Context: an optimization exercise on an open-source flow, tuned for small area and a short achievable clock period. The choices shown serve that exercise and are no tape-out recipe.
In this exercise RTL edits were held to simulation tests only and were not proved equivalent to the original.
Power and IR drop assume default switching activity.

==> v30: inputs <==
==> flow/design.v <==
module hammingDistance (
    input  [31:0] vector,
    input  [31:0] addressN,    
    input         empty,
    input         valid,
    input         wnr,
    output        hit,         
    output        validHit,    
    output        writeHit     
);
wire [31:0] x = vector ~^ addressN;
wire [1:0] pn [0:15];
wire [3:0] q  [0:7];
wire [4:0] on [0:3];
wire [4:0] h  [0:1];
genvar g;
generate
    for (g = 0; g < 16; g = g + 1) begin : pairs
        assign pn[g][0] = ~(x[2*g] | x[2*g+1]);
        assign pn[g][1] = ~(x[2*g] & x[2*g+1]);
    end
    for (g = 0; g < 8; g = g + 1) begin : quads
        wire [1:0] a = pn[2*g];
        wire [1:0] b = pn[2*g+1];
        assign q[g][0] = ~(a[0] & b[0]);
        assign q[g][1] = ~((a[0] | b[0]) & a[1] & b[1]);
        assign q[g][2] = ~((a[1] | b[0]) & (a[0] | b[1]));
        assign q[g][3] = ~(a[1] | b[1]);
    end
    for (g = 0; g < 4; g = g + 1) begin : octets
        wire [3:0] a = q[2*g];
        wire [3:0] b = q[2*g+1];
        assign on[g][0] = ~(a[0] | b[0]);
        assign on[g][1] = ~(a[1] | b[1] | (a[0] & b[0]));
        assign on[g][2] = ~(a[2] | b[2] | (a[1] & b[0]) | (a[0] & b[1]));
        assign on[g][3] = ~(a[3] | b[3] | (a[2] & b[0]) | (a[1] & b[1]) | (a[0] & b[2]));
        assign on[g][4] = ~((a[3] & b[0]) | (a[2] & b[1]) | (a[1] & b[2]) | (a[0] & b[3]));
    end
    for (g = 0; g < 2; g = g + 1) begin : sixteens
        wire [4:0] a = on[2*g];
        wire [4:0] b = on[2*g+1];
        assign h[g][0] = ~(a[0] & b[0]);
        assign h[g][1] = ~(a[1] & b[1] & (a[0] | b[0]));
        assign h[g][2] = ~(a[2] & b[2] & (a[1] | b[0]) & (a[0] | b[1]));
        assign h[g][3] = ~(a[3] & b[3] & (a[2] | b[0]) & (a[1] | b[1]) & (a[0] | b[2]));
        assign h[g][4] = ~(a[4] & b[4] & (a[3] | b[0]) & (a[2] | b[1]) & (a[1] | b[2]) & (a[0] | b[3]));
    end
endgenerate
wire far = h[0][4] | h[1][4] | (h[0][3] & h[1][0]) | (h[0][2] & h[1][1]) |
           (h[0][1] & h[1][2]) | (h[0][0] & h[1][3]);
assign hit      = ~(empty | far);
assign validHit = ~(empty | far | ~valid);
assign writeHit = ~(empty | far | ~wnr);
endmodule
module memCell (
    input              clk,
    input              write,
    input      [31:0]  newAn,
    input      [159:0] newU,
    output reg [31:0]  softAddrN,   
    output     [159:0] cnt,
    output     [31:0]  nonNeg,      
    output             allStrong    
);
reg  [4:0]  u [0:31];
wire [31:0] isStrong;
genvar b;
generate
    for (b = 0; b < 32; b = b + 1) begin : bits
        always @(posedge clk) begin
            if (write) begin
                softAddrN[b] <= newAn[b];
                u[b]         <= newU[5*b +: 5];
            end
        end
        assign cnt[5*b +: 5] = u[b];
        assign isStrong[b] = u[b][4] | u[b][3];
        assign nonNeg[b]   = softAddrN[b] ^ (u[b][4] | u[b][3] | u[b][2]);
    end
endgenerate
assign allStrong = &isStrong;
endmodule
module counterUpdate (
    input        addr,
    input        an,
    input  [4:0] u,
    output       newAn,
    output [4:0] newU
);
wire [5:0] o;
  wire _00_;
  wire _01_;
  wire _02_;
  wire _03_;
  wire _04_;
  wire _05_;
  wire _06_;
  wire _07_;
  wire _08_;
  wire _09_;
  wire _10_;
  wire _11_;
  wire _12_;
  wire _13_;
  wire _14_;
  wire _15_;
  wire _16_;
  wire _17_;
  wire _18_;
  wire _19_;
  wire _20_;
  wire _21_;
  wire _22_;
  wire _23_;
  wire _24_;
  wire _25_;
  wire _26_;
  wire _27_;
  wire _28_;
  wire _29_;
  assign _00_ = (~(u[4])&~(u[3]));
  assign _01_ = (~(an)&~(addr));
  assign _02_ = (~(an)) | (~(addr));
  assign _03_ = (~(_02_));
  assign _04_ = (~(_01_)&~(_03_));
  assign _05_ = (~(u[4])) | (~(u[2])) | (~(u[3]));
  assign _06_ = (~(_04_)) | (~(u[1])) | (~(_05_));
  assign _07_ = (~(_05_)) | (~(u[1]));
  assign _08_ = (~(_01_)&~(_03_)) | (~(_07_));
  assign _09_ = (~(_06_)) | (~(_08_));
  assign _10_ = (~(_00_)) | (~(u[1])) | (~(u[2])) | (~(an));
  assign _11_ = (~(u[1])&~(u[2]));
  assign _12_ = (~(_00_)) | (~(_11_));
  assign _13_ = ((u[0])) | (~(_10_)) | (~(_12_));
  assign _14_ = (~(_09_)) | (~(_13_));
  assign _15_ = (~(_14_));
  assign _16_ = (~(_15_)) | (~(u[2])) | (~(_08_));
  assign _17_ = (~(u[4]));
  assign _18_ = (~(u[1])&~(u[2])&~(_04_));
  assign _19_ = (~(u[0])&~(_12_));
  assign _20_ = (~(an));
  assign _21_ = (~(_19_)) | (~(_20_));
  assign _22_ = (~(addr)&~(_12_)) | (~(u[0]));
  assign _23_ = (~(_18_)) | (~(_21_)) | (~(_22_));
  assign _24_ = (~(_16_)&~(u[3])) | (~(_23_)&~(u[3]));
  assign o[4] = (~(_17_)&~(_24_)) | (~(_00_)&~(_16_));
  assign _25_ = (~(_16_)) | (~(_23_));
  assign o[3] = ((u[3])&~(_25_)) | (~(u[3])&(_25_));
  assign _26_ = ((_08_)&(u[2])) | ((_18_));
  assign _27_ = (~(_20_)&~(_26_)) | (~(_20_)&~(_14_)) | (~(_19_)&~(_26_)) | (~(_19_)&~(_14_));
  assign o[2] = (~(_14_)&~(_26_)) | (~(_27_));
  assign _28_ = (~(u[0])&~(_09_)) | (~(_05_)&~(_09_)) | (~(_10_)&~(_09_));
  assign o[1] = (~(_28_)&~(_15_));
  assign _29_ = (~(u[4])&~(u[2])&~(_02_));
  assign o[0] = (~(_13_)&~(_29_)) | ((_28_));
  assign o[5] = (~(_20_)&~(_19_)) | (~(addr)&~(_12_));
  assign out = o;
assign {newAn, newU} = o;
endmodule
`timescale 1ns / 1ps
module trainedSDM (
    input         clk,
    input         rstb,
    input  [31:0] address,
    input         valid,
    input         wnr,
    output        readValid,
    output        readSuccess,
    output [31:0] data
);
wire [7:0]   hit;
wire [7:0]   validHit;
wire [7:0]   allStrong;
reg  [7:0]   empty;
wire [31:0]  softAddrN [0:7];
wire [159:0] cnt       [0:7];
wire [255:0] nonNeg;
wire [7:0]   selHit;
wire [7:0]   write;
wire [7:0]   load;
wire [7:0]   kill;
decide dec (
    .hit(hit),
    .validHit(validHit),
    .empty(empty),
    .allStrong(allStrong),
    .nonNeg(nonNeg),
    .valid(valid),
    .wnr(wnr),
    .write(write),
    .load(load),
    .kill(kill),
    .readSuccess(readSuccess),
    .data(data)
);
wire [31:0]  newAn;
wire [159:0] newU;
selectUpdate su (
    .selHit(selHit),
    .address(address),
    .softAddrN({softAddrN[7], softAddrN[6], softAddrN[5], softAddrN[4],
                softAddrN[3], softAddrN[2], softAddrN[1], softAddrN[0]}),
    .cnt({cnt[7], cnt[6], cnt[5], cnt[4], cnt[3], cnt[2], cnt[1], cnt[0]}),
    .newAn(newAn),
    .newU(newU)
);
genvar i;
generate
    for (i = 0; i < 8; i = i + 1) begin : loc
        hammingDistance hd (
            .vector(address),
            .addressN(softAddrN[i]),
            .empty(empty[i]),
            .valid(valid),
            .wnr(wnr),
            .hit(hit[i]),
            .validHit(validHit[i]),
            .writeHit(selHit[i])
        );
        memCell mc (
            .clk(clk),
            .write(write[i]),
            .newAn(newAn),
            .newU(newU),
            .softAddrN(softAddrN[i]),
            .cnt(cnt[i]),
            .nonNeg(nonNeg[32*i +: 32]),
            .allStrong(allStrong[i])
        );
        always @(posedge clk or negedge rstb) begin
            if (~rstb)
                empty[i] <= 1'b1;
            else if (load[i])
                empty[i] <= 1'b0;
            else if (kill[i])
                empty[i] <= 1'b1;
        end
    end
endgenerate
assign readValid = valid;
endmodule
module decide (
    input  [7:0]   hit,         
    input  [7:0]   validHit,    
    input  [7:0]   empty,
    input  [7:0]   allStrong,
    input  [255:0] nonNeg,      
    input          valid,
    input          wnr,
    output [7:0]   write,       
    output [7:0]   load,        
    output [7:0]   kill,        
    output         readSuccess,
    output [31:0]  data
);
wire [7:0] otherHit;
wire [7:0] topEmpty;    
wire [3:0] any2  = hit[7:4] | hit[3:0];
wire [3:0] mult2 = hit[7:4] & hit[3:0];
wire [1:0] any4  = any2[3:2] | any2[1:0];
wire [1:0] mult4 = mult2[3:2] | mult2[1:0] | (any2[3:2] & any2[1:0]);
wire anyHit  = any4[1] | any4[0];
wire multHit = mult4[1] | mult4[0] | (any4[1] & any4[0]);
genvar i;
generate
    for (i = 0; i < 8; i = i + 1) begin : loc
        assign otherHit[i] = |(hit & ~(8'd1 << i));
        if (i == 7) begin : top
            assign topEmpty[i] = empty[i];
        end
        else begin : lower
            assign topEmpty[i] = empty[i] & ~|empty[7:i+1];
        end
        assign load[i]  = valid & ~anyHit & topEmpty[i];
        assign write[i] = valid & ~otherHit[i] & (hit[i] ? wnr : topEmpty[i]);
        assign kill[i]  = valid & wnr & hit[i] & otherHit[i] & ~allStrong[i];
    end
endgenerate
assign readSuccess = valid & |(allStrong & ~empty) & anyHit & ~multHit;
genvar b;
generate
    for (b = 0; b < 32; b = b + 1) begin : dbits
        assign data[b] = |{validHit[7] & nonNeg[224+b], validHit[6] & nonNeg[192+b],
                           validHit[5] & nonNeg[160+b], validHit[4] & nonNeg[128+b],
                           validHit[3] & nonNeg[96+b],  validHit[2] & nonNeg[64+b],
                           validHit[1] & nonNeg[32+b],  validHit[0] & nonNeg[b]};
    end
endgenerate
endmodule
module selectUpdate (
    input  [7:0]    selHit,
    input  [31:0]   address,
    input  [255:0]  softAddrN,    
    input  [1279:0] cnt,          
    output [31:0]   newAn,
    output [159:0]  newU
);
reg [31:0]  selAn;
reg [159:0] selU;
integer j;
always @* begin
    selAn = 32'd0;
    selU  = 160'd0;
    for (j = 0; j < 8; j = j + 1) begin
        selAn = selAn | (softAddrN[32*j +: 32] & {32{selHit[j]}});
        selU  = selU  | (cnt[160*j +: 160] & {160{selHit[j]}});
    end
end
genvar i;
generate
    for (i = 0; i < 32; i = i + 1) begin : upd
        counterUpdate cu (
            .addr(address[i]),
            .an(selAn[i]),
            .u(selU[5*i +: 5]),
            .newAn(newAn[i]),
            .newU(newU[5*i +: 5])
        );
    end
endgenerate
endmodule
==> flow/flow/run.sh <==
#!/bin/bash
# Own layout flow: the standard ORFS flow (standard.sh), run with a patched
# copy of ORFS's scripts folder:
#  - ABC maps the modules hammingDistance, decide and selectUpdate (the paths
#    from the address to the outputs and to the counters) on their own with
#    delay-driven scripts, and the rest with ORFS's speed script less its
#    final buffering and sizing,
#  - the resizer may resize to any footprint,
#  - the port buffers are buf_4 cells (every port is still buffered).
# Each tool's output is in the ORFS logs (orfs/logs/...); this script's own
# steps log to patch.log and flow.log.
set -euo pipefail
W=$PWD
rm -rf "$W/scripts"
cp -r "$FLOW_HOME/scripts" "$W/scripts"
python3 flow/patch.py "$W/scripts" > "$W/patch.log" 2>&1
cp flow/abc_speed.script "$W/scripts/abc_speed.script"
cp flow/abc_hamming.script flow/abc_decide.script flow/abc_update.script "$W/scripts/"
export SCRIPTS_DIR="$W/scripts"
export FAST_MODULES="hammingDistance=$W/scripts/abc_hamming.script decide=$W/scripts/abc_decide.script selectUpdate=$W/scripts/abc_update.script"
export BUFFER_PORTS_ARGS="-buffer_cell sky130_fd_sc_hd__buf_4"
bash standard.sh > "$W/flow.log" 2>&1
==> flow/flow/abc_decide.script <==
strash
dch
map -D 600
upsize -D 600
dnsize -D 600
==> flow/flow/abc_hamming.script <==
strash
dch
map -D 1600
upsize -D 1600
dnsize -D 1600
==> flow/flow/abc_speed.script <==
&get -n
&st
&dch
&nf
&st
&syn2
&if -g -K 6
&synch2
&nf
&st
&syn2
&if -g -K 6
&synch2
&nf
&st
&syn2
&if -g -K 6
&synch2
&nf
&st
&syn2
&if -g -K 6
&synch2
&nf
&st
&syn2
&if -g -K 6
&synch2
&nf
&put
topo
==> flow/flow/abc_update.script <==
strash
dch
map -D 1300 -a
upsize -D 1300
dnsize -D 1300
==> flow/flow/patch.py <==
"""Patch a copy of ORFS's scripts folder (argument) for this flow:
1. synth.tcl: modules named in FAST_MODULES (module=abc-script pairs) keep
   their hierarchy until the end of synthesis and are mapped by ABC on their
   own with their own script; the rest of the design is mapped as before.
   synth_recipe.tcl still flattens everything at the end.
2. util.tcl: repair_design/repair_timing may resize to any cell, not only to
   cells of the same footprint.
"""
import sys, pathlib
d = pathlib.Path(sys.argv[1])

def patch(name, old, new, count=1):
    p = d / name
    t = p.read_text()
    assert t.count(old) == count, (name, old)
    p.write_text(t.replace(old, new))

patch('synth.tcl', 'hierarchy -check -top $::env(DESIGN_NAME)\n',
      '''hierarchy -check -top $::env(DESIGN_NAME)
# modules mapped on their own, each with its own ABC script: FAST_MODULES
# holds module=script pairs
set fast_modules {}
foreach pair [env_var_or_empty FAST_MODULES] {
  lassign [split $pair =] m s
  lappend fast_modules $m $s
  setattr -mod -set keep_hierarchy 1 $m
}
''')
patch('synth.tcl', '  log_cmd abc {*}$abc_args\n',
      '''  if { [llength $fast_modules] } {
    foreach {m s} $fast_modules {
      log_cmd abc -script $s {*}$lib_args {*}$lib_dont_use_args -constr $::env(OBJECTS_DIR)/abc.constr $m
    }
    log_cmd abc {*}$abc_args $::env(DESIGN_NAME)
  } else {
    log_cmd abc {*}$abc_args
  }
''')
patch('util.tcl', '  append_env_var additional_args MATCH_CELL_FOOTPRINT -match_cell_footprint 0\n',
      '  # no footprint matching\n', count=3)
print('patched', d)
==> flow/standard.sh <==
#!/bin/bash
# synth_recipe.tcl (not shown) runs the flow's synth.tcl, then flattens the netlist and writes it again
# the make line also repeats each setting of config.mk as NAME=value (left out here)
make -C /OpenROAD-flow-scripts/flow DESIGN_CONFIG=/design/flow/config.mk WORK_HOME=/design/flow/orfs CLKGATE_MAP_FILE= SYNTH_SCRIPT=/design/flow/synth_recipe.tcl "${@:-finish}"
==> flow/config.mk <==
export PLATFORM = sky130hd
export DESIGN_NAME = trainedSDM
export DESIGN_NICKNAME = trainedSDM
export VERILOG_FILES = /design/flow/design.v
export SDC_FILE = /design/flow/constraint.sdc
export NUM_CORES = 8
export LEC_CHECK = 0
export CAP_MARGIN = 20
export CORE_MARGIN = 2
export CORE_UTILIZATION = 55
export CTS_CLUSTER_DIAMETER = 100
export CTS_CLUSTER_SIZE = 20
export SETUP_SLACK_MARGIN = 5
export SLEW_MARGIN = 20
export TNS_END_PERCENT = 0
==> flow/constraint.sdc <==
create_clock -name core_clock -period 13.0 [get_ports {clk}]
set_input_delay 2.6000 -clock core_clock [delete_from_list [all_inputs] [get_ports {clk}]]
set_output_delay 2.6000 -clock core_clock [all_outputs]
set_load 0.01 [all_outputs]
==> v39 (differences from v30) <==
==> flow/flow/run.sh (replaced) <==
#!/bin/bash
# Own layout flow: the standard ORFS flow (standard.sh), run with a patched
# copy of ORFS's scripts folder:
#  - ABC maps the modules hammingDistance, decide and selectUpdate (the paths
#    from the address to the outputs and to the counters) on their own with
#    delay-driven scripts, and counterUpdate and the rest of the design
#    (off the critical paths) with an area-driven script,
#  - the resizer may resize to any footprint,
#  - the port buffers are buf_4 cells (every port is still buffered).
# Each tool's output is in the ORFS logs (orfs/logs/...); this script's own
# steps log to patch.log and flow.log.
set -euo pipefail
W=$PWD
rm -rf "$W/scripts"
cp -r "$FLOW_HOME/scripts" "$W/scripts"
python3 flow/patch.py "$W/scripts" > "$W/patch.log" 2>&1
cp flow/abc_area_map.script "$W/scripts/abc_speed.script"
cp flow/abc_hamming.script flow/abc_decide.script flow/abc_update.script flow/abc_area_map.script "$W/scripts/"
export SCRIPTS_DIR="$W/scripts"
export FAST_MODULES="hammingDistance=$W/scripts/abc_hamming.script decide=$W/scripts/abc_decide.script selectUpdate=$W/scripts/abc_update.script counterUpdate=$W/scripts/abc_area_map.script"
export BUFFER_PORTS_ARGS="-buffer_cell sky130_fd_sc_hd__buf_4"
bash standard.sh > "$W/flow.log" 2>&1
==> flow/flow/abc_area_map.script (new file) <==
strash
dch
map -a
topo
removed: flow/flow/abc_speed.script
==> v1 (differences from v30) <==
==> flow/design.v, changed modules only <==
module hammingDistance (
    input  [31:0] vector,
    input  [31:0] addressN,    
    input         empty,
    output        hit
);
wire [31:0] x = vector ~^ addressN;
wire [1:0] pn [0:15];
wire [3:0] q  [0:7];
wire [4:0] on [0:3];
wire [4:0] h  [0:1];
genvar g;
generate
    for (g = 0; g < 16; g = g + 1) begin : pairs
        assign pn[g][0] = ~(x[2*g] | x[2*g+1]);
        assign pn[g][1] = ~(x[2*g] & x[2*g+1]);
    end
    for (g = 0; g < 8; g = g + 1) begin : quads
        wire [1:0] a = pn[2*g];
        wire [1:0] b = pn[2*g+1];
        assign q[g][0] = ~(a[0] & b[0]);
        assign q[g][1] = ~((a[0] | b[0]) & a[1] & b[1]);
        assign q[g][2] = ~((a[1] | b[0]) & (a[0] | b[1]));
        assign q[g][3] = ~(a[1] | b[1]);
    end
    for (g = 0; g < 4; g = g + 1) begin : octets
        wire [3:0] a = q[2*g];
        wire [3:0] b = q[2*g+1];
        assign on[g][0] = ~(a[0] | b[0]);
        assign on[g][1] = ~(a[1] | b[1] | (a[0] & b[0]));
        assign on[g][2] = ~(a[2] | b[2] | (a[1] & b[0]) | (a[0] & b[1]));
        assign on[g][3] = ~(a[3] | b[3] | (a[2] & b[0]) | (a[1] & b[1]) | (a[0] & b[2]));
        assign on[g][4] = ~((a[3] & b[0]) | (a[2] & b[1]) | (a[1] & b[2]) | (a[0] & b[3]));
    end
    for (g = 0; g < 2; g = g + 1) begin : sixteens
        wire [4:0] a = on[2*g];
        wire [4:0] b = on[2*g+1];
        assign h[g][0] = ~(a[0] & b[0]);
        assign h[g][1] = ~(a[1] & b[1] & (a[0] | b[0]));
        assign h[g][2] = ~(a[2] & b[2] & (a[1] | b[0]) & (a[0] | b[1]));
        assign h[g][3] = ~(a[3] & b[3] & (a[2] | b[0]) & (a[1] | b[1]) & (a[0] | b[2]));
        assign h[g][4] = ~(a[4] & b[4] & (a[3] | b[0]) & (a[2] | b[1]) & (a[1] | b[2]) & (a[0] | b[3]));
    end
endgenerate
assign hit = ~(empty | h[0][4] | h[1][4] | (h[0][3] & h[1][0]) | (h[0][2] & h[1][1]) |
                (h[0][1] & h[1][2]) | (h[0][0] & h[1][3]));
endmodule
module trainedSDM (
    input         clk,
    input         rstb,
    input  [31:0] address,
    input         valid,
    input         wnr,
    output        readValid,
    output        readSuccess,
    output [31:0] data
);
wire [7:0]   hit;
wire [7:0]   allStrong;
reg  [7:0]   empty;
wire [31:0]  softAddrN [0:7];
wire [159:0] cnt       [0:7];
wire [255:0] nonNeg;
wire [7:0]   selHit;
wire [7:0]   write;
wire [7:0]   load;
wire [7:0]   kill;
decide dec (
    .hit(hit),
    .empty(empty),
    .allStrong(allStrong),
    .nonNeg(nonNeg),
    .valid(valid),
    .wnr(wnr),
    .selHit(selHit),
    .write(write),
    .load(load),
    .kill(kill),
    .readSuccess(readSuccess),
    .data(data)
);
wire [31:0]  newAn;
wire [159:0] newU;
selectUpdate su (
    .selHit(selHit),
    .address(address),
    .softAddrN({softAddrN[7], softAddrN[6], softAddrN[5], softAddrN[4],
                softAddrN[3], softAddrN[2], softAddrN[1], softAddrN[0]}),
    .cnt({cnt[7], cnt[6], cnt[5], cnt[4], cnt[3], cnt[2], cnt[1], cnt[0]}),
    .newAn(newAn),
    .newU(newU)
);
genvar i;
generate
    for (i = 0; i < 8; i = i + 1) begin : loc
        hammingDistance hd (
            .vector(address),
            .addressN(softAddrN[i]),
            .empty(empty[i]),
            .hit(hit[i])
        );
        memCell mc (
            .clk(clk),
            .write(write[i]),
            .newAn(newAn),
            .newU(newU),
            .softAddrN(softAddrN[i]),
            .cnt(cnt[i]),
            .nonNeg(nonNeg[32*i +: 32]),
            .allStrong(allStrong[i])
        );
        always @(posedge clk or negedge rstb) begin
            if (~rstb)
                empty[i] <= 1'b1;
            else if (load[i])
                empty[i] <= 1'b0;
            else if (kill[i])
                empty[i] <= 1'b1;
        end
    end
endgenerate
assign readValid = valid;
endmodule
module decide (
    input  [7:0]   hit,         
    input  [7:0]   empty,
    input  [7:0]   allStrong,
    input  [255:0] nonNeg,      
    input          valid,
    input          wnr,
    output [7:0]   selHit,      
    output [7:0]   write,       
    output [7:0]   load,        
    output [7:0]   kill,        
    output         readSuccess,
    output [31:0]  data
);
wire [7:0] otherHit;
wire [7:0] topEmpty;    
wire [3:0] any2  = hit[7:4] | hit[3:0];
wire [3:0] mult2 = hit[7:4] & hit[3:0];
wire [1:0] any4  = any2[3:2] | any2[1:0];
wire [1:0] mult4 = mult2[3:2] | mult2[1:0] | (any2[3:2] & any2[1:0]);
wire anyHit  = any4[1] | any4[0];
wire multHit = mult4[1] | mult4[0] | (any4[1] & any4[0]);
genvar i;
generate
    for (i = 0; i < 8; i = i + 1) begin : loc
        assign otherHit[i] = |(hit & ~(8'd1 << i));
        if (i == 7) begin : top
            assign topEmpty[i] = empty[i];
        end
        else begin : lower
            assign topEmpty[i] = empty[i] & ~|empty[7:i+1];
        end
        assign load[i]  = valid & ~anyHit & topEmpty[i];
        assign write[i] = valid & ~otherHit[i] & (hit[i] ? wnr : topEmpty[i]);
        assign kill[i]  = valid & wnr & hit[i] & otherHit[i] & ~allStrong[i];
    end
endgenerate
assign selHit = hit & {8{wnr}};
assign readSuccess = valid & |(allStrong & ~empty) & anyHit & ~multHit;
genvar b;
generate
    for (b = 0; b < 32; b = b + 1) begin : dbits
        assign data[b] = valid & |{hit[7] & nonNeg[224+b], hit[6] & nonNeg[192+b],
                                   hit[5] & nonNeg[160+b], hit[4] & nonNeg[128+b],
                                   hit[3] & nonNeg[96+b],  hit[2] & nonNeg[64+b],
                                   hit[1] & nonNeg[32+b],  hit[0] & nonNeg[b]};
    end
endgenerate
endmodule
==> flow/flow/run.sh (replaced) <==
#!/bin/bash
# Own layout flow: the standard ORFS flow (standard.sh), run with a patched
# copy of ORFS's scripts folder:
#  - ABC maps the modules hammingDistance, decide and selectUpdate (the paths
#    from the address to the outputs and to the counters) on their own with
#    delay-driven scripts, and counterUpdate and the rest of the design
#    (off the critical paths) with an area-driven script,
#  - the resizer may resize to any footprint,
#  - the port buffers are buf_4 cells (every port is still buffered).
# Each tool's output is in the ORFS logs (orfs/logs/...); this script's own
# steps log to patch.log and flow.log.
set -euo pipefail
W=$PWD
rm -rf "$W/scripts"
cp -r "$FLOW_HOME/scripts" "$W/scripts"
python3 flow/patch.py "$W/scripts" > "$W/patch.log" 2>&1
cp flow/abc_area_map.script "$W/scripts/abc_speed.script"
cp flow/abc_hamming.script flow/abc_decide.script flow/abc_update.script flow/abc_area_map.script "$W/scripts/"
export SCRIPTS_DIR="$W/scripts"
export FAST_MODULES="hammingDistance=$W/scripts/abc_hamming.script decide=$W/scripts/abc_decide.script selectUpdate=$W/scripts/abc_update.script counterUpdate=$W/scripts/abc_area_map.script"
export BUFFER_PORTS_ARGS="-buffer_cell sky130_fd_sc_hd__buf_4"
bash standard.sh > "$W/flow.log" 2>&1
==> flow/flow/abc_area_map.script (new file) <==
strash
dch
map -a
topo
==> flow/flow/abc_hamming.script (replaced) <==
strash
dch
map -D 1100
upsize -D 1100
dnsize -D 1100
removed: flow/flow/abc_speed.script
==> qor summary <==
quantity                                                            v30                     v39         v1
Status                                         timing/DRC/antenna clean  timing/DRC/antenna clean  timing/DRC/antenna clean
RePlAce Congestion                                                1.061                   1.049      1.057
Multi-input gate share of total cell area                        36.70%                  36.24%     36.57%
CP arrival                                                      5.94 ns                 5.88 ns    5.60 ns
Most repeated library cell on the critical path  sky130_fd_sc_hd__buf_4  sky130_fd_sc_hd__buf_4          -
Actual slew at the worst max-slew pin                          1.186 ns                1.390 ns   1.381 ns
Power attributed to combinational cells                        0.554 mW                0.588 mW   0.515 mW
Sequential power share                                            61.2%                   61.4%      61.4%
Worst Hold Path EP                                             empty[2]                empty[5]   empty[0]
Post-synthesis adder-cell area fraction                         0.5130%                 0.5267%    0.5020%
Final Routed Wirelength                                        287.2 mm                278.0 mm   306.5 mm
Clock tree cell share of total cell area                         2.729%                  2.692%     2.848%
Effective utilization at floorplan                               55.26%                  55.36%     55.45%
Setup slack at placement                                       3.095 ns                2.935 ns   3.304 ns
Cell variety after synth                                             57                      51         49
XOR/XNOR Fraction of Synth Area                                  5.464%                  5.609%     3.163%
Final Instance Area                                           89670 um2               88540 um2  88570 um2
Final std cells w/o fill                                           9316                    8687       9702
Compound-gate portion of the synthesized area                    15.07%                  16.62%     15.15%
Comb pwr share                                                     6.3%                    6.7%       5.8%
Sw Pwr                                                         1.987 mW                1.970 mW   1.974 mW
Vias per cell                                                     6.696                   6.954      6.998
GR Layer Usage met3                                              6.232%                  7.471%     9.783%
Achievable clock frequency                                    117.1 MHz               117.9 MHz  122.0 MHz

[separate check: timing with driven ports]
No port has a modelled driver above. Below, the same layouts with a new extraction and two added sets of constraints.
Step 1 sets driving cells, clkbuf_16 on the clock port and buf_2 on the other inputs (assumed; they add their load-dependent delay and slew).
Step 2, shift: input delay + t, output delay - t, t = (earliest + latest rising clock arrival at the registers) / 2. This alone moves slack from input paths to output paths.
a / b / c = ideal ports / drivers / drivers and shift; a / b = the first two.
| run | t, ns | setup slack, ns | hold WS [ns] | worst data-port slew with drivers (ns) | cell pins on the clock port's net |
|---|---|---|---|---|---|
| v30 | 0.816 | 4.459 / 4.303 / 3.842 | 0.555 / 0.555 / 0.555 | 0.27 | 1 |
| v39 | 0.831 | 4.516 / 4.383 / 3.800 | 0.564 / 0.564 / 0.564 | 0.22 | 1 |
| v1 | 0.822 | 4.800 / 4.554 / 3.972 | 0.530 / 0.530 / 0.530 | 0.29 | 1 |
After both steps every run listed still meets setup and hold. For v1, which loses most, drivers alone change the setup slack by -0.246 ns; drivers and shift together by -0.828 ns.
